Background: an optimization exercise with open tools, aiming at small area, a short achievable clock period and few clock cycles. Do not read the settings as production practice.
Where RTL was checked, it was by simulation tests only, not by an equivalence proof against the original.
Power is estimated from default activity; no workload was simulated.

==> flow/design.v (excerpt) <==
module lightHashDES(
        input clk,
        input M_valid,
        input rst_n,
        input [7 : 0] M,
        input [63 : 0] input_lenght,
        output reg hash_ready,
        output [31 : 0] digest
    );
Size in the first run: roughly 810 cells after synthesis, ~78 flip-flops, about 5100 um^2 of cells after synthesis.
==> flow/config.mk <==
export PLATFORM = sky130hd
export DESIGN_NAME = lightHashDES
export DESIGN_NICKNAME = lightHashDES
export VERILOG_FILES = /design/flow/design.v
export SDC_FILE = /design/flow/constraint.sdc
export NUM_CORES = 4
export LEC_CHECK = 0
export ABC_AREA = 1
export CAP_MARGIN = 20
export CORE_MARGIN = 2
export CORE_UTILIZATION = 40
export PLACE_DENSITY = 0.6
export SLEW_MARGIN = 20
==> flow/constraint.sdc <==
create_clock -name core_clock -period 4.5 [get_ports {clk}]
set_input_delay 0.9000 -clock core_clock [delete_from_list [all_inputs] [get_ports {clk}]]
set_output_delay 0.9000 -clock core_clock [all_outputs]
set_load 0.01 [all_outputs]
standard.sh (not shown) runs the stock make flow with config.mk's settings and CLKGATE_MAP_FILE= SYNTH_SCRIPT=/design/flow/synth_recipe.tcl, a recipe that flattens the netlist after the stock synthesis.
==> flow/flow/run.sh <==
#!/bin/bash
set -euo pipefail
bash standard.sh "BUFFER_PORTS_ARGS=-buffer_cell sky130_fd_sc_hd__buf_1" finish > flow.log 2>&1
The baseline finished clean.
Rerun with:
==> flow/flow/run.sh (replaced) <==
#!/bin/bash
set -euo pipefail
bash standard.sh "ADDER_MAP_FILE=" "BUFFER_PORTS_ARGS=-buffer_cell sky130_fd_sc_hd__buf_1" finish > flow.log 2>&1
- ABC_AREA: 1 -> default
After rerunning: The new run passed the timing, DRC and antenna checks. Register-to-register slack loses 0.49 ns. Clock-buffer cell count fell by 2. Worst setup slack loses 0.23 ns. Maximum frequency fell by 7.9%. Total power fell by 10%. Wire length fell by 23%. Worst hold slack loses 0.026 ns. Final area fell by about 18%. Clock skew rose by 0.011 ns.
Rerun with:
- CORE_UTILIZATION: 40 -> 60
- CTS_BUF_LIST: default -> sky130_fd_sc_hd__clkbuf_4 sky130_fd_sc_hd__clkbuf_8
- PLACE_DENSITY: 0.6 -> 0.7
=> Routed wire length is lower by 5.2%. Setup slack gets worse by 0.13 ns. Critical path depth does not change. Hold slack gets worse by 0.0061 ns. Final area hardly moves.
No functional check of the RTL was part of any run of this note.

* * *

Setup of job 9499:
lightHashDES, a different RTL version from the one above (not shown whole).
For scale: about 470 cells after synthesis, roughly 86 flip-flops, ~0.0043 mm² of cells after synthesis.
Settings: LEC_CHECK=0, CAP_MARGIN=20, CORE_MARGIN=2, CORE_UTILIZATION=40, PLACE_DENSITY=0.6, SETUP_SLACK_MARGIN=2.65, SLEW_MARGIN=20; clock period 4.5 ns.
==> flow/flow/run.sh <==
#!/bin/bash
set -euo pipefail
bash standard.sh "ADDER_MAP_FILE=" "BUFFER_PORTS_ARGS=-buffer_cell sky130_fd_sc_hd__buf_1" \
  "SYNTH_KEEP_MODULES=Sbox5 ZNor2 ZNand2 ZInv ZMux2i FlagZ0 FlagZ1 FlagZ0n FlagZ1n" \
  "CTS_ARGS=-sink_clustering_enable -repair_clock_nets -dont_use_dummy_load" finish > flow.log 2>&1
> inputs changed (job 9499 -> job 2256)
- changing SETUP_SLACK_MARGIN from 2.65 to 2.3
Job 2256 did not stop at any stage, and its layout met the timing, DRC and antenna checks.
Job 2256 ended up with a lower detailed-route wire length than job 9499 did.
Job 2256 vs job 9499 — clock network power share rose 0.5 points.
In the tables for job 2256 and job 9499, count of fill cells added during filler insertion reads higher with job 2256.
The following lists how job 7205 was set up differently from job 2256:
- swapping 2.3 for 2.5 in SETUP_SLACK_MARGIN
Notes after the runs:
The final layout from job 7205, which completed every stage, passed the timing, DRC and antenna checks at the end of the flow.
| power | job 7205 vs job 2256 | worse |
Of job 7205 and job 2256, job 2256 shows the higher share of the cycle needed by the critical path after routing, with job 7205 below it.
Job 2256 → job 7205: total half-perimeter wirelength after legalization and detailed placement went up by about 0.6%; final worst setup slack +110 ps; wire length of the first global-routing pass climbed about 3.5%.
Per the comparison of job 7205 with job 2256, sequential share of layout area went down, worst hold slack did not really move, total power per unit cell area went down.
Power share of the combinational group in job 7205 vs job 2256: up 0.4 points
No run of this note included a check of the RTL's function; only the layout flow was run.

* * *

RTL: one of the versions met above, not the one the previous note started from.
Size in the first run: about 78 flip-flops, ~110 I/O pins.
==> flow/config.mk <==
export PLATFORM = sky130hd
export DESIGN_NAME = lightHashDES
export DESIGN_NICKNAME = lightHashDES
export VERILOG_FILES = /design/flow/design.v
export SDC_FILE = /design/flow/constraint.sdc
export NUM_CORES = 4
export LEC_CHECK = 0
export CAP_MARGIN = 20
export CORE_MARGIN = 2
export CORE_UTILIZATION = 40
export PLACE_DENSITY = 0.6
export SLEW_MARGIN = 20
==> flow/constraint.sdc <==
create_clock -name core_clock -period 4.5 [get_ports {clk}]
set_input_delay 0.9000 -clock core_clock [delete_from_list [all_inputs] [get_ports {clk}]]
set_output_delay 0.9000 -clock core_clock [all_outputs]
set_load 0.01 [all_outputs]
==> flow/flow/run.sh <==
#!/bin/bash
set -euo pipefail
bash standard.sh "BUFFER_PORTS_ARGS=-buffer_cell sky130_fd_sc_hd__buf_1" finish > flow.log 2>&1
Edit:
==> flow/flow/run.sh (replaced) <==
#!/bin/bash
set -euo pipefail
bash standard.sh "ADDER_MAP_FILE=" "BUFFER_PORTS_ARGS=-buffer_cell sky130_fd_sc_hd__buf_1" finish > flow.log 2>&1
--- a/flow/config.mk
+++ b/flow/config.mk
@@ -11,2 +11,3 @@
 export PLACE_DENSITY = 0.6
+export SETUP_SLACK_MARGIN = 2.6
 export SLEW_MARGIN = 20
Effect:
- setup slack improves by 1.1 ns
- register-to-register slack improves by 0.40 ns
- die area decreases by 12%
- wire length decreases by 3.6%
- final area increases by 10%
- cell count decreases by 5.4%
- core utilization increases by 13 points
- sequential share of layout area decreases by 2.4 points
- clock-buffer cell count decreases by 1
Function was not checked in any run of this note: the RTL went through the layout flow alone.

* * *

Setup of PW:
Another version of the RTL of lightHashDES (not shown whole).
Size: ~520 cells after synthesis, about 85 flip-flops.
// lightHashDES
module lightHashDES(
        input clk,
        input M_valid,
        input rst_n,
        input [7 : 0] M,
        input [63 : 0] input_lenght,
        output reg hash_ready,
        output [31 : 0] digest
    );
reg busy;
reg pend;
reg [63:0] counter;
reg o, no, A, nA, nAB, oA, noA, oB, noB, oAB, noAB;
wire a, b;
HashIteration main(
    .M(M),
    .a(a),
    .b(b)
);
Round expand(
    .o(o), .no(no), .A(A), .nA(nA), .nAB(nAB), .oA(oA), .noA(noA),
    .oB(oB), .noB(noB), .oAB(oAB), .noAB(noAB),
    .h_out(digest)
);
reg  [7:1]  blk_borrow;
wire [7:0]  borrow_in = {blk_borrow, pend};
wire [7:0]  blk_zero;
wire [63:0] low_zero;      
genvar i;
generate
    for (i = 0; i < 64; i = i + 1) begin : bit_
        if (i % 8 == 0) begin : first
            assign low_zero[i] = 1'b1;
        end else begin : rest
            assign low_zero[i] = ~|counter[i-1 : 8*(i/8)];
        end
    end
    for (i = 0; i < 8; i = i + 1) begin : blk
        assign blk_zero[i] = ~|counter[8*i +: 8];
    end
endgenerate
wire [63:0] toggle;
generate
    for (i = 0; i < 64; i = i + 1) begin : tog
        assign toggle[i] = borrow_in[i/8] & low_zero[i];
    end
endgenerate
wire start    = !busy && M_valid;
wire len_le1  = ~|input_lenght[63:1];
wire len_zero = len_le1 && !input_lenght[0];
wire at_two   = ~|counter[63:2] && counter[1] && (counter[0] == pend);
wire last     = busy && M_valid && at_two;
wire take     = M_valid && (busy || !len_zero);
wire ta       = take && a;
wire tb       = take && b;
always @(posedge clk or negedge rst_n) begin
    if (!rst_n) begin
        hash_ready <= 1'b0;
        busy <= 1'b0;
    end else if (start) begin
        hash_ready <= len_le1;
        busy <= !len_le1;
    end else if (last) begin
        hash_ready <= 1'b1;
        busy <= 1'b0;
    end
end
always @(posedge clk) begin
    pend <= busy && M_valid;
    blk_borrow <= {7{busy}} & borrow_in[6:0] & blk_zero[6:0];
    counter <= busy ? counter ^ toggle : input_lenght;
end
always @(posedge clk) begin
    o    <= (start ? 1'b0 : o   ) ^ take;
    no   <= (start ? 1'b1 : no  ) ^ take;
    A    <= (start ? 1'b0 : A   ) ^ ta;
    nA   <= (start ? 1'b1 : nA  ) ^ ta;
    nAB  <= (start ? 1'b1 : nAB ) ^ ta ^ tb;
    oA   <= (start ? 1'b0 : oA  ) ^ take ^ ta;
  ...
==> flow/config.mk <==
export PLATFORM = sky130hd
export DESIGN_NAME = lightHashDES
export DESIGN_NICKNAME = lightHashDES
export VERILOG_FILES = /design/flow/design.v
export SDC_FILE = /design/flow/constraint.sdc
export NUM_CORES = 4
export LEC_CHECK = 0
export CAP_MARGIN = 20
export CORE_MARGIN = 2
export CORE_UTILIZATION = 40
export PLACE_DENSITY = 0.6
export SETUP_SLACK_MARGIN = 2.65
export SLEW_MARGIN = 20
==> flow/constraint.sdc <==
create_clock -name core_clock -period 4.5 [get_ports {clk}]
set_input_delay 0.9000 -clock core_clock [delete_from_list [all_inputs] [get_ports {clk}]]
set_output_delay 0.9000 -clock core_clock [all_outputs]
set_load 0.01 [all_outputs]
==> flow/flow/run.sh <==
#!/bin/bash
set -euo pipefail
bash standard.sh "ADDER_MAP_FILE=" "BUFFER_PORTS_ARGS=-buffer_cell sky130_fd_sc_hd__buf_1" finish > flow.log 2>&1
For JK, these inputs were changed with respect to PW:
==> flow/flow/run.sh <==
#!/bin/bash
set -euo pipefail
bash standard.sh "ADDER_MAP_FILE=" "BUFFER_PORTS_ARGS=-buffer_cell sky130_fd_sc_hd__buf_1" \
  "CTS_ARGS=-sink_clustering_enable -repair_clock_nets -dont_use_dummy_load" finish > flow.log 2>&1
Results
Worst setup slack: JK worse than PW
The run showing the greater maximum single-stage delay on the critical path is PW.
Between PW and JK, layout overhead on the synthesized area is higher for PW, JK comes in under that.
Comparing sequential share of cell area for PW and JK, the bigger number came from JK.
As of JK, power had fallen by a few percent compared to PW.
From PW to JK the numbers moved as follows: total routing usage reported by global routing has remained practically unchanged; hold slack now sits higher; path length in cells of the critical path now sits higher.
Function was not checked in any run of this note: the RTL went through the layout flow alone.

* * *

lightHashDES, a different RTL version from the one above (not shown whole).
Size in the first run: roughly 83 flip-flops, about 110 I/O pins, ~0.0040 mm2 of cells after synthesis.
## lightHashDES
module lightHashDES(
        input clk,
        input M_valid,
        input rst_n,
        input [7 : 0] M,
        input [63 : 0] input_lenght,
        output reg hash_ready,
        output [31 : 0] digest
    );
reg busy;
reg pend;
reg [7:0] low;
reg [55:0] up;
reg [5:0]  phase;
reg        req;    
reg        bor;    
reg        up_zero;
reg        up_acc;
reg o, A, nAB, oA, oB, oAB;
wire a, b, p;
HashIteration main(
    .M(M),
    .a(a),
    .b(b),
    .p(p)
);
Round expand(
    .o(o), .A(A), .nAB(nAB), .oA(oA), .oB(oB), .oAB(oAB),
    .h_out(digest)
);
wire [7:0] low_zero;       
genvar i;
generate
    for (i = 0; i < 8; i = i + 1) begin : bit_
        if (i == 0) begin : first
            assign low_zero[i] = 1'b1;
        end else begin : rest
            assign low_zero[i] = ~|low[i-1 : 0];
        end
    end
endgenerate
wire phase0  = phase == 6'd0;
wire phase55 = phase == 6'd55;
wire bor_eff = phase0 ? req : bor;
wire up_in   = up[0] ^ bor_eff;    
wire start    = !busy && M_valid;
wire len_nz, len_gt1, len_up_zero;
LenCheck len_check(
  ...
Settings: LEC_CHECK=0, CAP_MARGIN=20, CORE_MARGIN=2, CORE_UTILIZATION=40, PLACE_DENSITY=0.6, SETUP_SLACK_MARGIN=2.67, SLEW_MARGIN=20; clock period 4.5 ns.
==> flow/flow/run.sh <==
#!/bin/bash
set -euo pipefail
bash standard.sh "ADDER_MAP_FILE=" "BUFFER_PORTS_ARGS=-buffer_cell sky130_fd_sc_hd__buf_1" \
  "SYNTH_KEEP_MODULES=Sbox5 ZNor2 ZNand4 ZInv ZMux2i FlagZ0 FlagZ0n FlagZ1n" \
  "CTS_ARGS=-sink_clustering_enable -repair_clock_nets -dont_use_dummy_load" finish > flow.log 2>&1
The baseline went through all stages and came out clean.
Edit:
CORE_UTILIZATION = 60   (was 40)
PLACE_DENSITY = 0.75   (was 0.6)
SETUP_SLACK_MARGIN = 2.6   (was 2.67)
Outcome: Clock power is about the same. Die area decreases by 32%. Synthesized area does not change. Critical path depth stays the same. Fmax drops by 3.5%.
Function was not checked in any run of this note: the RTL went through the layout flow alone.

* * *

== purple ==
lightHashDES, a different RTL version from the one above (not shown whole).
For scale: ~82 flip-flops, ~3800 um^2 of cells after synthesis.
export LEC_CHECK = 0
export CAP_MARGIN = 20
export CORE_MARGIN = 2
export CORE_UTILIZATION = 40
export PLACE_DENSITY = 0.6
export SETUP_SLACK_MARGIN = 2.6
export SLEW_MARGIN = 20
create_clock -name core_clock -period 4.5 [get_ports {clk}]
==> flow/flow/run.sh <==
#!/bin/bash
set -euo pipefail
bash standard.sh "ADDER_MAP_FILE=" "BUFFER_PORTS_ARGS=-buffer_cell sky130_fd_sc_hd__buf_1" \
  "SYNTH_KEEP_MODULES=Sbox5 ZNor2 ZNand4 ZInv ZMux2i FlagZ0 FlagZ0n FlagZ1n" \
  "CTS_ARGS=-repair_clock_nets -dont_use_dummy_load" finish > flow.log 2>&1
purple closes out successfully: all stages finished, all timing, DRC and antenna checks passed.
Testbench counts of purple, summed over its fixed seeds: cycles 29,177.
Modified inputs, blue compared to purple
# purple
export LEC_CHECK = 0
export CAP_MARGIN = 20
export CORE_MARGIN = 2
export CORE_UTILIZATION = 40
export PLACE_DENSITY = 0.6
export SETUP_SLACK_MARGIN = 2.6
export SLEW_MARGIN = 20
create_clock -name core_clock -period 4.5 [get_ports {clk}]
# blue
export LEC_CHECK = 0
export CAP_MARGIN = 20
export CORE_MARGIN = 2
export CORE_UTILIZATION = 40
export PLACE_DENSITY = 0.6
export SETUP_SLACK_MARGIN = 2.72
export SLEW_MARGIN = 20
create_clock -name core_clock -period 4.5 [get_ports {clk}]
==> flow/flow/run.sh <==
#!/bin/bash
set -euo pipefail
bash standard.sh "ADDER_MAP_FILE=" "BUFFER_PORTS_ARGS=-buffer_cell sky130_fd_sc_hd__buf_1" \
  "SYNTH_KEEP_MODULES=Sbox5 ZNor2 ZNand4 ZInv ZMux2i FlagZ0 FlagZ0n FlagZ1n" \
  "CTS_ARGS=-sink_clustering_enable -repair_clock_nets -dont_use_dummy_load" finish > flow.log 2>&1
Results
blue finished all stages; the layout is clean. Compared with purple, blue shows final non-filler cell total that has gone up by a few percent. Looking at areal power density over the cells, blue sits about 0.7% higher than purple does. Looking at critical path depth, blue sits 1 above purple. blue ends up with lower final period demand of the worst path than purple does.

* * *

Setup of north:
The RTL this note starts from:
==> flow/design.v <==
module Sbox5 (
    input  [3 : 0]  e,
    output [3 : 0]  a,     
    output [3 : 0]  b,
    output [3 : 0]  p
);
localparam [15:0] A00 = 16'hd899, A01 = 16'hdb69, A10 = 16'h36b5, A11 = 16'h99e8;
localparam [15:0] B00 = 16'h3f66, B01 = 16'h24cf, B10 = 16'h3664, B11 = 16'hf9e8;
localparam [15:0] P00 = 16'he7ff, P01 = 16'hffa6, P10 = 16'h00d1, P11 = 16'h6000;
assign a = {A11[e], A10[e], A01[e], A00[e]};
assign b = {B11[e], B10[e], B01[e], B00[e]};
assign p = {P11[e], P10[e], P01[e], P00[e]};
endmodule
module Round (
    input o, A, nAB, oA, oB, oAB,
    output [31 : 0] h_out
);
wire no, nA, noA, noB, noAB;
ZInv i_no  (.i0(o),   .o(no));
ZInv i_nA  (.i0(A),   .o(nA));
ZInv i_noA (.i0(oA),  .o(noA));
ZInv i_noB (.i0(oB),  .o(noB));
ZInv i_noAB(.i0(oAB), .o(noAB));
assign h_out[ 3: 0] = {nAB,  nAB,  nAB,  nAB };
assign h_out[ 7: 4] = {oAB,  oAB,  noAB, noAB};
assign h_out[11: 8] = {noB,  noA,  oB,   oA  };
assign h_out[15:12] = {oB,   A,    noB,  A   };
assign h_out[19:16] = {no,   o,    o,    no  };
assign h_out[23:20] = {no,   1'b1, o,    1'b1};
assign h_out[27:24] = {A,    noB,  A,    oB  };
assign h_out[31:28] = {nA,   oB,   nA,   noB };
endmodule
module LenCheck (
    input  [63 : 0] len,
    output          nz,
    output          nle1
);
wire [31:0] z1;    
wire [15:0] n2;    
wire [7:0]  z3;    
wire [3:0]  n4;    
wire [1:0]  z5;    
wire z1x, n2x, z3x, n4x, z5x;    
genvar i;
generate
    for (i = 0; i < 32; i = i + 1) begin : l1
        ZNor2 g(.i0(len[2*i]), .i1(len[2*i+1]), .o(z1[i]));
    end
    for (i = 0; i < 16; i = i + 1) begin : l2
        ZNand2 g(.i0(z1[2*i]), .i1(z1[2*i+1]), .o(n2[i]));
    end
    for (i = 0; i < 8; i = i + 1) begin : l3
        ZNor2 g(.i0(n2[2*i]), .i1(n2[2*i+1]), .o(z3[i]));
    end
    for (i = 0; i < 4; i = i + 1) begin : l4
        ZNand2 g(.i0(z3[2*i]), .i1(z3[2*i+1]), .o(n4[i]));
    end
    for (i = 0; i < 2; i = i + 1) begin : l5
        ZNor2 g(.i0(n4[2*i]), .i1(n4[2*i+1]), .o(z5[i]));
    end
endgenerate
ZNand2 l6(.i0(z5[0]), .i1(z5[1]), .o(nz));
ZInv   x1(.i0(len[1]), .o(z1x));
ZNand2 x2(.i0(z1x), .i1(z1[1]), .o(n2x));
ZNor2  x3(.i0(n2x), .i1(n2[1]), .o(z3x));
ZNand2 x4(.i0(z3x), .i1(z3[1]), .o(n4x));
ZNor2  x5(.i0(n4x), .i1(n4[1]), .o(z5x));
ZNand2 x6(.i0(z5x), .i1(z5[1]), .o(nle1));
endmodule
module HashIteration (
    input  [7 : 0] M,
    output         a,
    output         b,
    output         p
);
wire [3:0] av, bv, pv;
Sbox5 sbox(
    .e ({M[5], M[3], M[0], M[6]}),
    .a (av),
    .b (bv),
    .p (pv)
);
wire x = M[7] ^ M[2];
wire y = M[4] ^ M[1];
wire [1:0] an, bn, pn;
ZMux2i a0(.s(y), .i0(av[0]), .i1(av[1]), .o(an[0]));
ZMux2i a1(.s(y), .i0(av[2]), .i1(av[3]), .o(an[1]));
ZMux2i a2(.s(x), .i0(an[0]), .i1(an[1]), .o(a));
ZMux2i b0(.s(y), .i0(bv[0]), .i1(bv[1]), .o(bn[0]));
ZMux2i b1(.s(y), .i0(bv[2]), .i1(bv[3]), .o(bn[1]));
ZMux2i b2(.s(x), .i0(bn[0]), .i1(bn[1]), .o(b));
ZMux2i p0(.s(y), .i0(pv[0]), .i1(pv[1]), .o(pn[0]));
ZMux2i p1(.s(y), .i0(pv[2]), .i1(pv[3]), .o(pn[1]));
ZMux2i p2(.s(x), .i0(pn[0]), .i1(pn[1]), .o(p));
endmodule
module ZNor2 (input i0, input i1, output o);
assign o = ~(i0 | i1);
endmodule
module ZNand2 (input i0, input i1, output o);
assign o = ~(i0 & i1);
endmodule
module ZInv (input i0, output o);
assign o = ~i0;
endmodule
module FlagZ0 (input nx, input nz, input q, output o);
assign o = nx & (nz | q);
endmodule
module FlagZ1 (input nx, input nz, input q, output o);
assign o = nx | ~(nz | q);
endmodule
module ZMux2i (input s, input i0, input i1, output o);
assign o = ~(s ? i1 : i0);
endmodule
module FlagZ0n (input nx, input nz, input q, output o);
assign o = ~(nx & (nz | q));
endmodule
module FlagZ1n (input nx, input nz, input q, output o);
assign o = ~(nx | ~(nz | q));
endmodule
module lightHashDES(
        input clk,
        input M_valid,
        input rst_n,
        input [7 : 0] M,
        input [63 : 0] input_lenght,
        output reg hash_ready,
        output [31 : 0] digest
    );
reg busy;
reg pend;
reg [7:0] low;
reg [55:0] up;
reg [5:0]  phase;
reg        req;    
reg        bor;    
reg o, A, nAB, oA, oB, oAB;
wire a, b, p;
HashIteration main(
    .M(M),
    .a(a),
    .b(b),
    .p(p)
);
Round expand(
    .o(o), .A(A), .nAB(nAB), .oA(oA), .oB(oB), .oAB(oAB),
    .h_out(digest)
);
wire [7:0] low_zero;       
genvar i;
generate
    for (i = 0; i < 8; i = i + 1) begin : bit_
        if (i == 0) begin : first
            assign low_zero[i] = 1'b1;
        end else begin : rest
            assign low_zero[i] = ~|low[i-1 : 0];
        end
    end
endgenerate
wire phase0  = phase == 6'd0;
wire bor_eff = phase0 ? req : bor;
wire start    = !busy && M_valid;
wire len_nz, len_gt1;
LenCheck len_check(
    .len(input_lenght),
    .nz(len_nz),
    .nle1(len_gt1)
);
wire at_two   = ~|up && ~|low[7:2] && low[1] && (low[0] == pend);
wire len_le1;
ZInv le1_inv(.i0(len_gt1), .o(len_le1));
wire busy_xn, hr_yn, busy_d, hr_d;
ZMux2i busy_x(.s(busy), .i0(len_gt1), .i1(!at_two), .o(busy_xn));
ZMux2i hr_y  (.s(busy), .i0(len_le1), .i1(at_two),  .o(hr_yn));
ZMux2i busy_m(.s(M_valid), .i0(!busy),       .i1(busy_xn), .o(busy_d));
ZMux2i hr_m  (.s(M_valid), .i0(!hash_ready), .i1(hr_yn),   .o(hr_d));
always @(posedge clk or negedge rst_n) begin
    if (!rst_n) begin
        hash_ready <= 1'b0;
        busy <= 1'b0;
    end else begin
        hash_ready <= hr_d;
        busy <= busy_d;
    end
end
always @(posedge clk) begin
    pend <= busy && M_valid;
    low <= busy ? low ^ ({8{pend}} & low_zero) : input_lenght[7:0];
    up <= busy ? {up[0] ^ bor_eff, up[55:1]} : input_lenght[63:8];
    phase <= (busy && phase != 6'd55) ? phase + 6'd1 : 6'd0;
    req <= busy && ((pend && low == 8'd0) || (req && !phase0));
    bor <= busy && bor_eff && !up[0];
end
localparam [5:0] c = 6'b000100;
wire [5:0] k  = start ? c : {oAB, oB, oA, nAB, A, o};
wire [5:0] kt = k ^ {6{M_valid}};
wire       q  = busy || !M_valid;    
wire [5:0] f    = {p, b, a, p, a, 1'b1};
localparam [5:0] flip = 6'b111000;
wire [5:0] kn, ktn, d;
genvar j;
generate
    for (j = 0; j < 6; j = j + 1) begin : flag
        if (j < 1) begin : plain
            if (c[j]) begin : one
                FlagZ1 z(.nx(kt[j]), .nz(len_nz), .q(q), .o(d[j]));
            end else begin : zero
                FlagZ0 z(.nx(kt[j]), .nz(len_nz), .q(q), .o(d[j]));
            end
        end else begin : pick
            if (c[j]) begin : one
                FlagZ1n z0(.nx(k[j]),  .nz(len_nz), .q(q), .o(kn[j]));
                FlagZ1n z1(.nx(kt[j]), .nz(len_nz), .q(q), .o(ktn[j]));
            end else begin : zero
                FlagZ0n z0(.nx(k[j]),  .nz(len_nz), .q(q), .o(kn[j]));
                FlagZ0n z1(.nx(kt[j]), .nz(len_nz), .q(q), .o(ktn[j]));
            end
            if (flip[j]) begin : inv
                ZMux2i m(.s(f[j]), .i0(ktn[j]), .i1(kn[j]), .o(d[j]));
            end else begin : pos
                ZMux2i m(.s(f[j]), .i0(kn[j]), .i1(ktn[j]), .o(d[j]));
            end
        end
    end
endgenerate
always @(posedge clk) begin
    {oAB, oB, oA, nAB, A, o} <= d;
end
endmodule
==> flow/config.mk <==
export PLATFORM = sky130hd
export DESIGN_NAME = lightHashDES
export DESIGN_NICKNAME = lightHashDES
export VERILOG_FILES = /design/flow/design.v
export SDC_FILE = /design/flow/constraint.sdc
export NUM_CORES = 4
export LEC_CHECK = 0
export CAP_MARGIN = 20
export CORE_MARGIN = 2
export CORE_UTILIZATION = 40
export PLACE_DENSITY = 0.6
export SETUP_SLACK_MARGIN = 2.6
export SLEW_MARGIN = 20
==> flow/constraint.sdc <==
create_clock -name core_clock -period 4.5 [get_ports {clk}]
set_input_delay 0.9000 -clock core_clock [delete_from_list [all_inputs] [get_ports {clk}]]
set_output_delay 0.9000 -clock core_clock [all_outputs]
set_load 0.01 [all_outputs]
==> flow/flow/run.sh <==
#!/bin/bash
set -euo pipefail
bash standard.sh "ADDER_MAP_FILE=" "BUFFER_PORTS_ARGS=-buffer_cell sky130_fd_sc_hd__buf_1" \
  "SYNTH_KEEP_MODULES=Sbox5 ZNor2 ZNand2 ZInv ZMux2i FlagZ0 FlagZ1 FlagZ0n FlagZ1n" \
  "CTS_ARGS=-sink_clustering_enable -repair_clock_nets -dont_use_dummy_load" finish > flow.log 2>&1
As the logs show, north stopped at synthesis after a tool error, so it never reached the end of the flow.
Changes in south relative to north:
Settings: SETUP_SLACK_MARGIN now 2.5, was 2.6.
Results
None of the runs north and south ends with a clean layout. north is listed as incomplete: the tool reported an error in synthesis and the run ended there.
Function was not checked in any run of this note: the RTL went through the layout flow alone.

static timing again, ports no longer ideal:
The results above use ideal ports. As a check the final layouts listed here were re-extracted and re-timed, cells and wires unchanged. Step 1: set_driving_cell puts a clkbuf_16 on clk and a buf_2 on each other input, an assumption about the parent block. Step 2 times the ports against the registers' clock, not the clock port: input delays grow and output delays shrink by t, the midpoint of the rising clock arrivals with the driver on. Three values: no drivers, after step 1, after step 2; two values: the first two.
run | t, ns | slack for setup (ns) | worst hold slack (ns) | worst setup path at the end | worst data-port slew with drivers (ns)
the first run of note 1 | 0.371 | 1.861 / 1.880 / 1.509 | 0.360 / 0.347 / 0.470 | input to register | 0.06
the second run of note 1 | 0.374 | 1.634 / 1.640 / 1.266 | 0.334 / 0.350 / 0.494 | input to register | 0.06
the third run of note 1 | 0.378 | 1.501 / 1.506 / 1.129 | 0.328 / 0.322 / 0.499 | input to register | 0.05
job 9499 | 0.376 | 2.614 / 2.526 / 2.151 | 0.340 / 0.363 / 0.481 | input to register | 0.15
job 2256 | 0.373 | 2.413 / 2.424 / 2.051 | 0.322 / 0.332 / 0.463 | input to register | 0.04
job 7205 | 0.373 | 2.525 / 2.538 / 2.165 | 0.320 / 0.331 / 0.477 | input to register | 0.06
the first run of note 3 | 0.367 | 1.070 / 1.087 / 0.720 | 0.342 / 0.346 / 0.485 | input to register | 0.05
the second run of note 3 | 0.403 | 2.125 / 2.125 / 1.828 | 0.300 / 0.301 / 0.485 | input to register | 0.06
PW | 0.382 | 2.294 / 2.303 / 1.922 | 0.334 / 0.325 / 0.487 | input to register | 0.06
JK | 0.374 | 2.268 / 2.277 / 1.903 | 0.354 / 0.346 / 0.489 | input to register | 0.06
the first run of note 5 | 0.370 | 2.706 / 2.675 / 2.305 | 0.322 / 0.323 / 0.417 | input to register | 0.06
the second run of note 5 | 0.356 | 2.641 / 2.631 / 2.274 | 0.354 / 0.355 / 0.427 | input to register | 0.05
purple | 0.358 | 2.639 / 2.646 / 2.287 | 0.349 / 0.359 / 0.407 | input to register | 0.05
blue | 0.362 | 2.671 / 2.616 / 2.254 | 0.354 / 0.349 / 0.403 | input to register | 0.11
After both steps every run listed still meets setup and hold. The setup slack of job 9499, which loses most, moves by -0.088 ns with the drivers and by -0.463 ns with both steps.
